What follows belongs to an exercise in optimizing a design on an open flow for small area; a production flow would make more cautious choices.
Function was checked by simulation only, so behaviour that the tests miss may differ from the original.

==> flow/design.v <==
`timescale 1ns / 1ps
module time_count(count, s0, s1, m0, m1, h0, h1);
	input[16:0] count;
	output[3:0] s0, s1, m0, m1, h0, h1;
	reg[3:0] s0, s1, m0, m1, h0, h1;
	always@(*)
		begin
			s0 = (count%60)%10;
			s1 = (count%60-((count%60)%10))/10;
			m0 = (((count-count%60)/60)%60)%10;
			m1 = ((((count-count%60)/60)-((count-count%60)/60)%10)%60)/10;
			h0 = ((count-count%3600)/3600)%10;
			h1 = (((count-count%3600)/3600)-((count-count%3600)/3600)%10)/10;
		end
endmodule
`timescale 1ns / 1ps
module digital_clock(clk, rst, tick_sec, tick_scan, select, y);
	input clk, rst, tick_sec, tick_scan;
	output[7:0] y;
	output[7:0] select;
	reg[16:0] count;
	reg[7:0] select, y;
	wire[3:0] s0, s1, m0, m1, h0, h1;
	always@(posedge clk)
		begin
			if(rst)
				count <= 0;
			else if(tick_sec)
				begin
					if(count != 17'd86399)
						count <= count + 1;
					else count <= 0;
				end
		end
	time_count t(count, s0, s1, m0, m1, h0, h1);
	wire[7:0] y0, y1, y2, y3, y4, y5;
	decoder4_8 d1(s0, y0);
	decoder4_8 d2(s1, y1);
	decoder4_8 d3(m0, y2);
	decoder4_8 d4(m1, y3);
	decoder4_8 d5(h0, y4);
	decoder4_8 d6(h1, y5);
	reg[2:0] flag;
	always@(posedge clk)
		begin
			if(rst)
				flag <= 0;
			else if(tick_scan)
				flag <= (flag+1)%6;
		end
	always@(*)
		begin
			select = 8'b1111_1110;
			y = y0;
			if(flag == 3'd1)
				begin
					select = 8'b1111_1101;
					y = y1;
				end
			if(flag == 3'd2)
				begin
					select = 8'b1111_1011;
					y = y2;
				end
			if(flag == 3'd3)
				begin
					select = 8'b1111_0111;
					y = y3;
				end
			if(flag == 3'd4)
				begin
					select = 8'b1110_1111;
					y = y4;
				end
			if(flag == 3'd5)
				begin
					select = 8'b1101_1111;
					y = y5;
				end
		end
endmodule
module decoder4_8(x, y);
	input[3:0] x;
	output[7:0] y;
	reg[7:0] y;
	always@(*)
		case(x)
			4'd0: y = 8'h03;
			4'd1: y = 8'h9f;
			4'd2: y = 8'h25;
			4'd3: y = 8'h0d;
			4'd4: y = 8'h99;
			4'd5: y = 8'h49;
			4'd6: y = 8'h41;
			4'd7: y = 8'h1f;
			4'd8: y = 8'h01;
			4'd9: y = 8'h09;
			default: y = 8'hff;
		endcase
endmodule
==> flow/run.sh <==
#!/bin/bash
# synth_recipe.tcl (not shown) runs the flow's synth.tcl, then flattens the netlist and writes it again
# the make line also repeats each setting of config.mk as NAME=value (left out here)
make -C /OpenROAD-flow-scripts/flow DESIGN_CONFIG=/design/flow/config.mk WORK_HOME=/design/flow/orfs CLKGATE_MAP_FILE= SYNTH_SCRIPT=/design/flow/synth_recipe.tcl finish
==> flow/config.mk <==
export PLATFORM = sky130hd
export DESIGN_NAME = digital_clock
export DESIGN_NICKNAME = digital_clock
export VERILOG_FILES = /design/flow/design.v
export SDC_FILE = /design/flow/constraint.sdc
export NUM_CORES = 4
export LEC_CHECK = 0
export ABC_AREA = 1
export CAP_MARGIN = 20
export CORE_MARGIN = 2
export CORE_UTILIZATION = 40
export SLEW_MARGIN = 20
==> flow/constraint.sdc <==
create_clock -name core_clock -period 50.0 [get_ports {clk}]
set_input_delay 10.0000 -clock core_clock [delete_from_list [all_inputs] [get_ports {clk}]]
set_output_delay 10.0000 -clock core_clock [all_outputs]
set_load 0.01 [all_outputs]
==> results by group, run 1 <==
Die
  – Die height: 232.8 µm
  – Die W: 232.8 µm
  – Area of the core: 51,510 µm²
  – Row cnt: 83
  – Die area: 54,190 µm²
  – Initial core utilization: 0.4065
  – IO Count: 20

STA
  – RSZ-0062 raised after global routing: no
  – Slew Limit Fails: 0
  – Slew headroom: 0.5550
  – Final setup fails: 0
  – Clock skew: 9.310 ps
  – Final hold vios: 0
  – Period utilization: 0.8678
  – Achievable clock frequency: 23.05 MHz
  – Minimum clock period: 43,390 ps
  – Worst-Margin Slew: 661.4 ps
  – Setup TNS: 0 ps

Place
  – GP Congestion: 0.8978
  – DP Area: 21,830 µm²
  – Final HPWL DP: 41.79 mm
  – PortBufs: 16

Finish
  – Final #Nets: 3,792
  – Sequential cell area: 400.4 µm²
  – Final instance area: 21,930 µm²
  – P&R area growth vs syn: 4.769%
  – FILL cells: 5,779
  – Share of layout cells above drive strength 1: 0.2157
  – Final design utilization: 0.4258
  – Multi-input logic area: 18,020 µm²
  – Inserted Diodes: 0

Logic synthesis
  – Synth area leaders: nand2_1, nand2_2, inv_1
  – Mapped Area: 20,940 µm²
  – Synth top area share: 0.1515
  – Mean post-synth cell area: 5.803 µm²
  – Yosys warns: 3
  – Commonest cells post-synth: nand2_1, inv_1, nand2_2, nand3_1, nor2_1
  – Top-count cell post-synth: nand2_1
  – Main flop type after synthesis: dfxtp_1
  – Register area share after synthesis: 0.01912
  – Largest area contributor in the synthesized netlist: nand2_1
  – Mapped Cells: 3,608
  – Post-synthesis cell type count: 80
  – Number of synthesized flops with an enable pin: 0
  – Ys async rst share: 0
  – Synthesis-stage register bit count: 20

Min path
  – Hold path cells: 2
  – HP Start: flag[1]$_SDFFE_PP0P_
  – Worst Hold Class: reg2reg

Drt
  – DRC violations left: 0
  – DRT Pass-1 Iters: 5
  – Detailed Route WL: 48.15 mm
  – Drt wl/cell: 11.13 µm
  – 1st-iter DRT viols: 937
  – Via count: 20.92k
  – Post-route ant nets: 0
  – Vias/cell: 4.834

Clock network
  – Setup Fix Bufs, Post-CTS: 0
  – CTS root buffer: clkbuf_16
  – Clock tree sinks: 20
  – Clk latency of the worst-skew pair: 260 ps
  – CTS H-tree depth: 1
  – Reg clk slew, reported paths: 70 ps
  – Longest Clk Path Bufs: 2
  – CTS tree: built
  – # resized after CTS: 0
  – Cts hold-fix bufs: 0
  – CTS Buf Count: 3

Global routing
  – Largest net degree at the start of global routing: 23
  – First-pass GRT wire length: 84.37 mm
  – Initial antenna violation count: 0
  – Global Route Usage Sum: 0.1776
  – Vias in the first global route: 18.90k
  – Remaining Overflow, GRT: 0

Critical path
  – FF-to-FF path depth: 10
  – WS Path Type: reg2out
  – Slowest cell on the critical path: dfxtp_1
  – CP bufs+invs: 38
  – Crit. Startpoint: count[12]$_SDFFE_PP0P_
  – Setup crit start kind: register
  – CP peak stage delay: 710 ps
  – Worst Path Arrival: 33,390 ps
  – R2R Path Start: count[1]$_SDFFE_PP0P_
  – CP Capture Type: output port
  – Levels on crit path: 260
  – Crit-path max FO: 14
  – Critical path's most frequent cell: nand2_1
  – Cell family with most CP delay: simple AND/OR/NAND/NOR gates
  – Critical path required time: 40,000 ps

Run status
  – Status: no timing/DRC/antenna violations

Run
  – Max-Cap Viols: 0
sequential cells by signal, summed over array words and instances, names as in the netlist:
register	flops
count	17
flag	3
stage by stage:
stage | instances | hold slack (ps) | worst slack [ps]
global placement | 4324 | 558.6 | 7942
finish | 4328 | 564.3 | 6611
detailed placement | 4324 | 557.1 | 7205
global route | 4328 | 603.6 | 1662
CTS | 4328 | 572.8 | 6797
floorplan | 3650 | 499.3 | 12120
placed cells by master, fill, tap and decap left out, types with 20 or more instances in the layout:
cell type,n
nand2_2,300
a21oi_1,153
ha_1,139
xnor2_1,46
o21ai_0,125
nor2_1,261
nand3_1,290
o21ai_2,48
inv_2,99
o21bai_1,21
nand2_1,845
nand2_4,74
nor2_2,54
inv_1,475
nand4_1,71
dfxtp_1,20
xor2_1,138
o21ai_1,77
nor3_1,26
nand3_2,63
conb_1,44
layout make-up:
cell class / instances / area share
repair buffers: 16 / 0.007301
flip-flops and latches: 20 / 0.01825
clock inverters: 1 / 0.001369
clock buffers: 3 / 0.003423
multi-input cells: 2995 / 0.8213
inverters: 613 / 0.1095
well taps: 680 / 0.03879
cells by family (layout without fill, tap and decap cells):
| logic type | Yosys count | after routing | synth area share |
|---|---|---|---|
| buf+inv | 635 | 633 | 0.1279 |
| fa+ha+maj | 139 | 139 | 0.08307 |
| simple gates | 2073 | 2073 | 0.5144 |
| other cells | 2 | 44 | 0.0003587 |
| flops | 20 | 20 | 0.01912 |
| compound gates | 548 | 548 | 0.1708 |
| xor+xnor | 191 | 191 | 0.08432 |
worst reg2reg max path, stage by stage, from the launching register on:
cell	delay [ps]
dfxtp_1	450
inv_1	200
nor3_1	310
nand2_1	130
nor2_1	240
nand2_1	130
nor4_1	530
nand2_1	240
nor3_1	240
xor2_1	190
nor2_1	50
path summary, 6_finish.rpt:
check | end | slack (ps)
worst min register to register | flag[1]$_SDFFE_PP0P_ | 560
worst min-delay path | flag[1]$_SDFFE_PP0P_ | 560
worst max register to register | count[15]$_SDFFE_PP0P_ | 47180
worst max-delay path | y[4] | 6610
layer usage:
layer  vias up  wire (µm)  track usage
met5         -          0            0
met4         0        393      0.01393
met3        22        897     0.006618
met2       183      22290       0.3185
met1      9064      24570       0.2438
li1      11654          -            -
==> inputs of run 2 (changes only) <==
==> flow/design.v (replaced) <==
module seg_dec(x, y);
	input [3:0] x;
	output reg [7:0] y;
	always @(*)
		case (x)
			4'd0: y = 8'h03;
			4'd1: y = 8'h9f;
			4'd2: y = 8'h25;
			4'd3: y = 8'h0d;
			4'd4: y = 8'h99;
			4'd5: y = 8'h49;
			4'd6: y = 8'h41;
			4'd7: y = 8'h1f;
			4'd8: y = 8'h01;
			default: y = 8'h09;
		endcase
endmodule
module digital_clock(clk, rst, tick_sec, tick_scan, select, y);
	input clk, rst, tick_sec, tick_scan;
	output [7:0] select;
	output [7:0] y;
	reg [3:0] s0, m0, h0;
	reg [2:0] s1, m1;
	reg [1:0] h1;
	reg [2:0] flag;
	wire s0w = s0[3] & s0[0];             
	wire s1w = s1[2] & s1[0];             
	wire m0w = m0[3] & m0[0];
	wire m1w = m1[2] & m1[0];
	wire h0w = h0[3] & h0[0];
	wire dw  = h1[1] & h0[1] & h0[0];     
	wire c1 = tick_sec & s0w;
	wire c2 = c1 & s1w;
	wire c3 = c2 & m0w;
	wire c4 = c3 & m1w;
	always @(posedge clk) begin
		if (rst) begin
			s0 <= 0; s1 <= 0; m0 <= 0; m1 <= 0; h0 <= 0; h1 <= 0;
		end else begin
			if (tick_sec) s0 <= s0w ? 4'd0 : s0 + 4'd1;
			if (c1) s1 <= s1w ? 3'd0 : s1 + 3'd1;
			if (c2) m0 <= m0w ? 4'd0 : m0 + 4'd1;
			if (c3) m1 <= m1w ? 3'd0 : m1 + 3'd1;
			if (c4) begin
				h0 <= (h0w | dw) ? 4'd0 : h0 + 4'd1;
				h1 <= dw ? 2'd0 : h0w ? h1 + 2'd1 : h1;
			end
		end
	end
	always @(posedge clk) begin
		if (rst) flag <= 0;
		else if (tick_scan) flag <= (flag[2] & flag[0]) ? 3'd0 : flag + 3'd1;
	end
	reg [3:0] d;
	reg [7:0] sel;
	always @(*) begin
		case (flag)
			3'd0: begin d = s0; sel = 8'b1111_1110; end
			3'd1: begin d = {1'b0, s1}; sel = 8'b1111_1101; end
			3'd2: begin d = m0; sel = 8'b1111_1011; end
			3'd3: begin d = {1'b0, m1}; sel = 8'b1111_0111; end
			3'd4: begin d = h0; sel = 8'b1110_1111; end
			default: begin d = {2'b0, h1}; sel = 8'b1101_1111; end
		endcase
	end
	assign select = sel;
	seg_dec u(d, y);
endmodule
==> run 2 against run 1 <==
  * Non-clock buffer count did not move
  * Wire length fell by 93%
  * Highest routed layer unchanged
  * Sequential share of layout area rose by 24 points
  * Area after synthesis fell by 93%
  * Critical path depth fell by 247
  * Hold slack got worse by 88 ps
==> results by group, run 2 <==
Logic synthesis
  – Synth top area share: 0.2963
  – Mapped Cells: 227
  – Mean post-synth cell area: 6.846 µm²
  – Synthesis-stage register bit count: 23
  – Main flop type after synthesis: dfxtp_1
  – Mapped Area: 1554 µm²
  – Yosys warns: 2
  – Post-synthesis cell type count: 27
  – Ys async rst share: 0
  – Register area share after synthesis: 0.2963
  – Commonest cells post-synth: nand2_1, inv_1, dfxtp_1, nand3_1, nor2_1
  – Top-count cell post-synth: nand2_1
  – Synth area leaders: dfxtp_1, nand2_1, ha_1
  – Largest area contributor in the synthesized netlist: dfxtp_1
  – Number of synthesized flops with an enable pin: 0

STA
  – Period utilization: 0.2564
  – Clock skew: 3.922 ps
  – Final hold vios: 0
  – Setup TNS: 0 ps
  – RSZ-0062 raised after global routing: no
  – Slew Limit Fails: 0
  – Hold WS: 476.0 ps
  – Slew headroom: 0.6419
  – Worst-Margin Slew: 535.5 ps
  – Minimum clock period: 12,820 ps
  – Final setup fails: 0
  – Setup ws final: 37,180 ps
  – Achievable clock frequency: 77.99 MHz

Drt
  – Via count: 1,378
  – Detailed Route WL: 3.163 mm
  – DRT Pass-1 Iters: 4
  – Vias/cell: 4.719
  – Post-route ant nets: 0
  – 1st-iter DRT viols: 67
  – Drt wl/cell: 10.83 µm
  – DRC violations left: 0

Clock network
  – Clk latency of the worst-skew pair: 260 ps
  – Cts hold-fix bufs: 0
  – Setup Fix Bufs, Post-CTS: 0
  – CTS tree: built
  – CTS Buf Count: 3
  – Longest Clk Path Bufs: 2
  – Reg clk slew, reported paths: 80 ps
  – CTS H-tree depth: 1
  – Clock tree sinks: 23
  – CTS root buffer: clkbuf_8
  – # resized after CTS: 0

Global routing
  – Global Route Usage Sum: 0.1656
  – First-pass GRT wire length: 5.671 mm
  – Largest net degree at the start of global routing: 14
  – Remaining Overflow, GRT: 0
  – Vias in the first global route: 1,268
  – Initial antenna violation count: 0

Critical path
  – WS Path Type: reg2out
  – R2R Path Start: s0[0]$_SDFFE_PP0P_
  – Worst reg2reg setup slack: 48,610 ps
  – FF-to-FF path depth: 7
  – Worst r2r dst: h1[1]$_SDFFE_PP0P_
  – Crit-path max FO: 6
  – Worst Path Arrival: 2820 ps
  – Critical path required time: 40,000 ps
  – Setup crit start kind: register
  – CP Capture Type: output port

Die
  – Area of the core: 3689 µm²
  – Row cnt: 22
  – Die height: 66.33 µm
  – Initial core utilization: 0.4213
  – IO Count: 20
  – Die area: 4400 µm²
  – Die W: 66.33 µm

Min path
  – Hold path cells: 2
  – Worst Hold Class: reg2reg
  – HP Start: m0[3]$_SDFFE_PP0N_
  – Hold Path Sink: m0[3]$_SDFFE_PP0N_

Place
  – GP Congestion: 0.8442
  – Placed Instances: 288
  – Final HPWL DP: 2.480 mm
  – DP Area: 1748 µm²
  – PortBufs: 16
  – Dpl ws: 37,450 ps

Finish
  – Final #Nets: 264
  – Commonest non-fill, non-tap cell in the layout: nand2_1
  – Multi-input logic area: 932.1 µm²
  – Final design utilization: 0.4861
  – Inserted Diodes: 0
  – P&R area growth vs syn: 15.38%
  – FILL cells: 404
  – Final Non-Filler Cells: 292
  – Final instance area: 1793 µm²
  – Share of layout cells above drive strength 1: 0.04918
  – Commonest non-fill, non-tap cells in the layout: nand2_1, inv_1, dfxtp_1
  – Sequential cell area: 460.4 µm²
  – Largest registers: h0 (4), m0 (4), s0 (4)

Run
  – Max-Cap Viols: 0

Run status
  – Status: no timing/DRC/antenna violations
[run 2: cell types whose count changed in the layout (fill, tap and decap cells not counted), moves of 73 or more]
cell	change
nor2_1	-240
nand3_1	-268
inv_2	-97
o21ai_1	-76
inv_1	-441
nand2_1	-792
ha_1	-124
xor2_1	-133
a21oi_1	-135
o21ai_0	-115
nand2_4	-73
nand2_2	-300
[run 2: cell families after synthesis]
| group | share of synthesized area |
|---|---|
| DFF | 0.2963 |
| buffers and inverters | 0.1087 |
| and+or+nand+nor | 0.3269 |
| other | 0.002413 |
| xor gates and xnor gates | 0.03382 |
| AOI/OAI and AO/OA | 0.1111 |
| adders and majority gates | 0.1208 |
[run 2: final cells by class]
cell class | instances | area share
sequential | 23 | 0.2568
clock buffer | 4 | 0.02512
tap | 48 | 0.03350
timing repair buffer | 16 | 0.08932
inverter | 36 | 0.07537
multi-input combinational | 165 | 0.5199
[run 2: worst max path at each step]
stage / from / to / slack (ps) / cells after the start
detailed placement: flag[0]$_SDFFE_PP0P_ / y[2] / 37450 / 13
global placement: flag[0]$_SDFFE_PP0P_ / y[2] / 37520 / 13
floorplan: flag[0]$_SDFFE_PP0P_ / y[2] / 38050 / 12
global route: flag[0]$_SDFFE_PP0P_ / y[3] / 36830 / 15
CTS: flag[0]$_SDFFE_PP0P_ / y[2] / 37140 / 13
finish: flag[0]$_SDFFE_PP0P_ / y[2] / 37180 / 13
[run 2: critical path, cell delays in order, from the launching register on]
cell             delay (ps)
dfxtp_1                 430
inv_1                   110
ha_1                    260
nand2_1                 170
inv_1                    60
nor2_1                  150
nand4_1                 120
nand2_1                 140
inv_1                    80
ha_1                    200
inv_1                    70
nand2_1                  50
a21oi_1                 150
clkdlybuf4s50_1         550
[run 2: routing by layer]
layer	routed length [µm]	global-route usage	vias to the layer above
li1	-	-	756
met1	1649	0.2336	592
met2	1361	0.2600	25
met3	106	0.02044	5
met4	45	0.05357	0
met5	0	0	-

-- separate check: timing with driven ports --
In the flow no input, the clock included, has a driving cell. The finished layouts below were timed again as built, in two steps.
Step 1: set_driving_cell puts a clkbuf_16 on clk and a buf_2 on each other input, an assumption about the parent block.
Step 2, shift: input delay + t, output delay - t, t = (earliest + latest rising clock arrival at the registers) / 2. This alone moves slack from input paths to output paths.
Slacks: ideal ports / drivers / drivers and shift; pairs: ideal ports / drivers.
run | t (ns) | slack for setup (ns) | worst hold slack (ns)
run 1 | 0.291 | 6.611 / 6.573 / 6.865 | 0.564 / 0.564 / 0.564
run 2 | 0.287 | 37.178 / 37.153 / 37.440 | 0.476 / 0.476 / 0.476
After both steps setup and hold are still met in every run listed.
